Background: an optimization exercise with open tools, aiming at small area, a short achievable clock period and few clock cycles per item. Do not read the settings as production practice. Function was checked by simulation only, so behaviour that the tests miss may differ from the original.

==> flow/design.v (excerpt) <==
module CPU(
				clk,
			  rst_n,
		   IO_stall,
         awid_m_inf,
       awaddr_m_inf,
       awsize_m_inf,
      awburst_m_inf,
        awlen_m_inf,
      awvalid_m_inf,
      awready_m_inf,
        wdata_m_inf,
        wlast_m_inf,
       wvalid_m_inf,
       wready_m_inf,
          bid_m_inf,
        bresp_m_inf,
       bvalid_m_inf,
       bready_m_inf,
         arid_m_inf,
       araddr_m_inf,
        arlen_m_inf,
       arsize_m_inf,
      arburst_m_inf,
      arvalid_m_inf,
      arready_m_inf, 
          rid_m_inf,
        rdata_m_inf,
        rresp_m_inf,
        rlast_m_inf,
       rvalid_m_inf,
       rready_m_inf 
);
input  wire clk, rst_n;
output reg  IO_stall;
parameter ID_WIDTH = 4, ADDR_WIDTH = 32, DATA_WIDTH = 16, DRAM_NUMBER = 2, WRIT_NUMBER = 1;
output wire [WRIT_NUMBER * ID_WIDTH-1:0]      awid_m_inf;
output wire [WRIT_NUMBER * ADDR_WIDTH-1:0]  awaddr_m_inf;
output wire [WRIT_NUMBER * 3 -1:0]          awsize_m_inf;
output wire [WRIT_NUMBER * 2 -1:0]         awburst_m_inf;
output wire [WRIT_NUMBER * 7 -1:0]           awlen_m_inf;
output wire [WRIT_NUMBER-1:0]              awvalid_m_inf;
input  wire [WRIT_NUMBER-1:0]              awready_m_inf;
output wire [WRIT_NUMBER * DATA_WIDTH-1:0]   wdata_m_inf;
output wire [WRIT_NUMBER-1:0]                wlast_m_inf;
output wire [WRIT_NUMBER-1:0]               wvalid_m_inf;
input  wire [WRIT_NUMBER-1:0]               wready_m_inf;
input  wire [WRIT_NUMBER * ID_WIDTH-1:0]       bid_m_inf;
input  wire [WRIT_NUMBER * 2 -1:0]           bresp_m_inf;
input  wire [WRIT_NUMBER-1:0]               bvalid_m_inf;
output wire [WRIT_NUMBER-1:0]               bready_m_inf;
output wire [DRAM_NUMBER * ID_WIDTH-1:0]      arid_m_inf;
output wire [DRAM_NUMBER * ADDR_WIDTH-1:0]  araddr_m_inf;
  ...
export LEC_CHECK = 0
export CAP_MARGIN = 20
export CORE_MARGIN = 2
export CORE_UTILIZATION = 55.0
export SETUP_SLACK_MARGIN = 5
export SLEW_MARGIN = 20
create_clock -name core_clock -period 10.0 [get_ports {clk}]
standard.sh (not shown) runs the stock make flow with config.mk's settings and CLKGATE_MAP_FILE= SYNTH_SCRIPT=/design/flow/synth_recipe.tcl, a recipe that flattens the netlist after the stock synthesis.
==> flow/flow/run.sh <==
#!/bin/bash
# Standard layout, with timing repair aiming for a larger setup margin.
set -euo pipefail
bash standard.sh SETUP_SLACK_MARGIN=6 finish > standard_flow.log 2>&1
Testbench counts at the start, summed over its fixed seeds: cycles 38,604, instructions 12,000.
Next try:
- CTS_CLUSTER_DIAMETER: not set -> 120
- CTS_CLUSTER_SIZE: not set -> 20
- PLACE_DENSITY: not set -> 0.7
Outcome: Worst hold slack is better by 0.0032 ns. Sequential share of layout area goes up by 1.6 points. Wire length goes down by 4.7%. Core utilization goes down by 2.5 points. Die area is unchanged. Maximum frequency goes down by 0.94%.

========
Setup of indigo:
Starting RTL as in the previous note.
export LEC_CHECK = 0
export CAP_MARGIN = 20
export CORE_MARGIN = 2
export CORE_UTILIZATION = 55.0
export SETUP_SLACK_MARGIN = 5
export SLEW_MARGIN = 20
create_clock -name core_clock -period 10.0 [get_ports {clk}]
==> flow/flow/run.sh <==
#!/bin/bash
# Standard layout, with timing repair aiming for a larger setup margin.
set -euo pipefail
bash standard.sh SETUP_SLACK_MARGIN=5.75 finish > standard_flow.log 2>&1
Testbench counts of indigo, summed over its fixed seeds: cycles 38,604, instructions 12,000.
Edits applied to the flow inputs when going from indigo to amber:
==> flow/flow/run.sh <==
#!/bin/bash
# Standard layout, with timing repair aiming for a larger setup margin.
set -euo pipefail
bash standard.sh SETUP_SLACK_MARGIN=6 finish > standard_flow.log 2>&1
diff --git a/flow/config.mk b/flow/config.mk
--- a/flow/config.mk
+++ b/flow/config.mk
@@ -9,3 +9,6 @@
 export CORE_MARGIN = 2
-export CORE_UTILIZATION = 55.0
+export CORE_UTILIZATION = 66.0
+export CTS_CLUSTER_DIAMETER = 120
+export CTS_CLUSTER_SIZE = 24
+export PLACE_DENSITY = 0.78
 export SETUP_SLACK_MARGIN = 5
Notes after the runs:
amber ran to completion and came out clean on the timing, design-rule and antenna checks. From indigo to amber the numbers moved as follows: total routing usage reported by global routing now sits higher; area used by sequential logic in the layout now sits at about the same level. Compared with indigo, amber shows a number of buffers outside the clock class in the layout that is 42 higher. Non-clock buffer share of cell area: amber > indigo. Higher post-CTS clock slew at the launch and capture registers of the worst setup and hold paths goes to amber over indigo. For amber, the end of the critical path was rfv[223], unlike indigo, where it was rfv[195]. Going from indigo to amber, final setup slack of the worst path +180 ps; horizontal extent of the die -about 9%; area growth from synthesis to layout -2.5 points; first-pass GRT wire length -4.2%.
Edits applied to the flow inputs when going from amber to cedar:
diff --git a/flow/config.mk b/flow/config.mk
--- a/flow/config.mk
+++ b/flow/config.mk
@@ -9,6 +9,6 @@
 export CORE_MARGIN = 2
-export CORE_UTILIZATION = 66.0
+export CORE_UTILIZATION = 55.0
 export CTS_CLUSTER_DIAMETER = 120
-export CTS_CLUSTER_SIZE = 24
-export PLACE_DENSITY = 0.78
+export CTS_CLUSTER_SIZE = 30
+export PLACE_DENSITY = 0.7
 export SETUP_SLACK_MARGIN = 5
==> results.txt <==
NOTE: final-layout worst hold slack in cedar exceeds that of amber. Per the comparison of cedar with amber, via count of the first global-routing pass shrank by 815, worst setup slack shrank by 33 ps, wire length after detailed routing grew by 1.7%, clock period minus worst slack grew by 33 ps. Reported for cedar and amber, total standard cell area after synthesis turned out identical to the last digit. Between cedar and amber, the area growth from synthesis to layout is higher for cedar. Comparing count of clock-buffer cells in the layout for cedar and amber, the bigger number came from amber.
### cedar -> zinc
==> flow/flow/run.sh <==
#!/bin/bash
# Standard layout, with timing repair aiming for a larger setup margin.
set -euo pipefail
bash standard.sh SETUP_SLACK_MARGIN=6.2 finish > standard_flow.log 2>&1
diff --git a/flow/config.mk b/flow/config.mk
--- a/flow/config.mk
+++ b/flow/config.mk
@@ -9,6 +9,6 @@
 export CORE_MARGIN = 2
-export CORE_UTILIZATION = 55.0
+export CORE_UTILIZATION = 62.0
 export CTS_CLUSTER_DIAMETER = 120
-export CTS_CLUSTER_SIZE = 30
-export PLACE_DENSITY = 0.7
+export CTS_CLUSTER_SIZE = 24
+export PLACE_DENSITY = 0.75
 export SETUP_SLACK_MARGIN = 5
Notes after the runs:
- Every stage of the flow completed for zinc, and the final layout passed the timing, design-rule and antenna checks.
- The aggregate global-route resource usage number comes out lower for cedar vs zinc.
- In the reports for cedar and zinc, the smaller antenna diode count belongs to cedar.
- Comparing zinc against cedar, there is no change at all in number of logic stages on the critical path including buffering.

========
CPU again, from the RTL that the note above started with.
==> flow/config.mk <==
export PLATFORM = sky130hd
export DESIGN_NAME = CPU
export DESIGN_NICKNAME = CPU
export VERILOG_FILES = /design/flow/design.v
export SDC_FILE = /design/flow/constraint.sdc
export NUM_CORES = 8
export LEC_CHECK = 0
export CAP_MARGIN = 20
export CORE_MARGIN = 2
export CORE_UTILIZATION = 55.0
export PLACE_DENSITY = 0.5
export SETUP_SLACK_MARGIN = 5
export SLEW_MARGIN = 20
==> flow/constraint.sdc <==
create_clock -name core_clock -period 10.0 [get_ports {clk}]
set_input_delay 2.0000 -clock core_clock [delete_from_list [all_inputs] [get_ports {clk}]]
set_output_delay 2.0000 -clock core_clock [all_outputs]
set_load 0.01 [all_outputs]
==> flow/flow/run.sh <==
#!/bin/bash
# Standard layout, with timing repair aiming for a larger setup margin.
set -euo pipefail
bash standard.sh SETUP_SLACK_MARGIN=6 finish > standard_flow.log 2>&1
Testbench counts at the start, summed over its fixed seeds: cycles 38,604, instructions 12,000.
Then changed:
Settings changed: PLACE_DENSITY 0.5 to 0.7.
Effect:
- wire length went down by 3.2%
- worst hold slack degrades by 3.7 ps
- non-clock buffer count decreases by 20
- via count increases by 1.0%
- worst setup slack is worse by 17 ps
- synthesized cell count does not change
- cell count barely changes
Then changed:
Settings changed: PLACE_DENSITY 0.7 to default, TNS_END_PERCENT from default to 10.
Effect: Routed wire length climbs by 1.1%; non-clock buffer count drops by 75; clock-buffer cell count drops by 2; global-route usage climbs by 0.68 points; die area stays the same.
Then changed:
Settings changed: CORE_UTILIZATION 55.0 to 62.0, CTS_CLUSTER_DIAMETER from default to 120, CTS_CLUSTER_SIZE from default to 24, PLACE_DENSITY from default to 0.75, TNS_END_PERCENT 10 to default.
What happened: Cell area fell by 2.2%. First-iteration DRC count rose by 13%. Worst setup slack gains 270 ps. Core utilization rose by 6.4 points. Register-to-register slack gains 270 ps. Final cell count fell by 3.2%. Die area fell by 11%. Fmax rose by 6.8%. Routed wire length fell by 3.0%.

========
== the baseline ==
Starting RTL as in the previous note.
clock: 10.0 ns
lec_check: 0
cap_margin: 20
core_margin: 2
core_utilization: 55.0
setup_slack_margin: 5
slew_margin: 20
==> flow/flow/run.sh <==
#!/bin/bash
# Standard layout, with timing repair aiming for a larger setup margin.
set -euo pipefail
bash standard.sh SETUP_SLACK_MARGIN=5.5 finish > standard_flow.log 2>&1
Testbench counts of the baseline, summed over its fixed seeds: cycles 38,604, instructions 12,000.
diff inputs: the baseline => the candidate
Settings: PLACE_DENSITY: unset -> 0.7; CTS_CLUSTER_DIAMETER: unset -> 120; CTS_CLUSTER_SIZE: unset -> 24.
==> flow/flow/run.sh <==
#!/bin/bash
# Standard layout, with timing repair aiming for a larger setup margin.
set -euo pipefail
bash standard.sh SETUP_SLACK_MARGIN=6 finish > standard_flow.log 2>&1
## What came out
The candidate: done, clean on timing, DRC and antenna. The candidate vs. the baseline: routed wire length went down by 3.0 mm. In the tables for the candidate and the baseline, first-iteration DRC count reads higher with the candidate. Per the comparison of the candidate with the baseline, final area -about 0.38%, fraction of area in multi-input gates +1.5 points.

## separate check: timing with driven ports
No port has a modelled driver above. Below, the same layouts with a new extraction and two added sets of constraints.
Step 1 assumes that a clkbuf_16 drives the clock port and a buf_2 every other input.
Step 2 also shifts input and output timing later by t, the mid clock arrival at the registers, as if the neighbouring blocks saw the same clock.
Slacks: ideal ports / drivers / drivers and shift; pairs: ideal ports / drivers.
run	t, ns	slack for setup (ns)	worst setup path at the end	worst register clock-pin slew, ns	worst data-port slew with drivers (ns)
the first run of note 1	0.786	5.984 / 5.984 / 5.303	input to register	0.07 / 0.07	0.10
the second run of note 1	0.780	5.946 / 5.946 / 5.347	input to register	0.09 / 0.09	0.06
indigo	0.786	5.798 / 5.826 / 5.057	input to register	0.07 / 0.07	0.11
amber	0.736	5.977 / 5.984 / 5.288	input to register	0.11 / 0.11	0.05
cedar	0.756	5.944 / 5.944 / 5.376	input to register	0.12 / 0.12	0.06
zinc	0.788	5.955 / 5.955 / 5.483	input to register	0.11 / 0.11	0.04
the first run of note 3	0.786	5.984 / 5.984 / 5.303	input to register	0.07 / 0.07	0.10
the second run of note 3	0.787	5.967 / 5.967 / 5.350	input to register	0.07 / 0.07	0.06
the third run of note 3	0.800	5.749 / 5.749 / 5.332	input to register	0.07 / 0.07	0.10
the fourth run of note 3	0.753	6.020 / 6.020 / 5.414	input to register	0.11 / 0.11	0.04
the baseline	0.790	5.468 / 5.468 / 4.784	input to register	0.07 / 0.07	0.09
the candidate	0.791	5.947 / 5.947 / 5.378	input to register	0.11 / 0.11	0.06
After both steps every run listed still meets setup and hold. For indigo, which loses most, drivers alone change the setup slack by +0.028 ns; drivers and shift together by -0.741 ns.
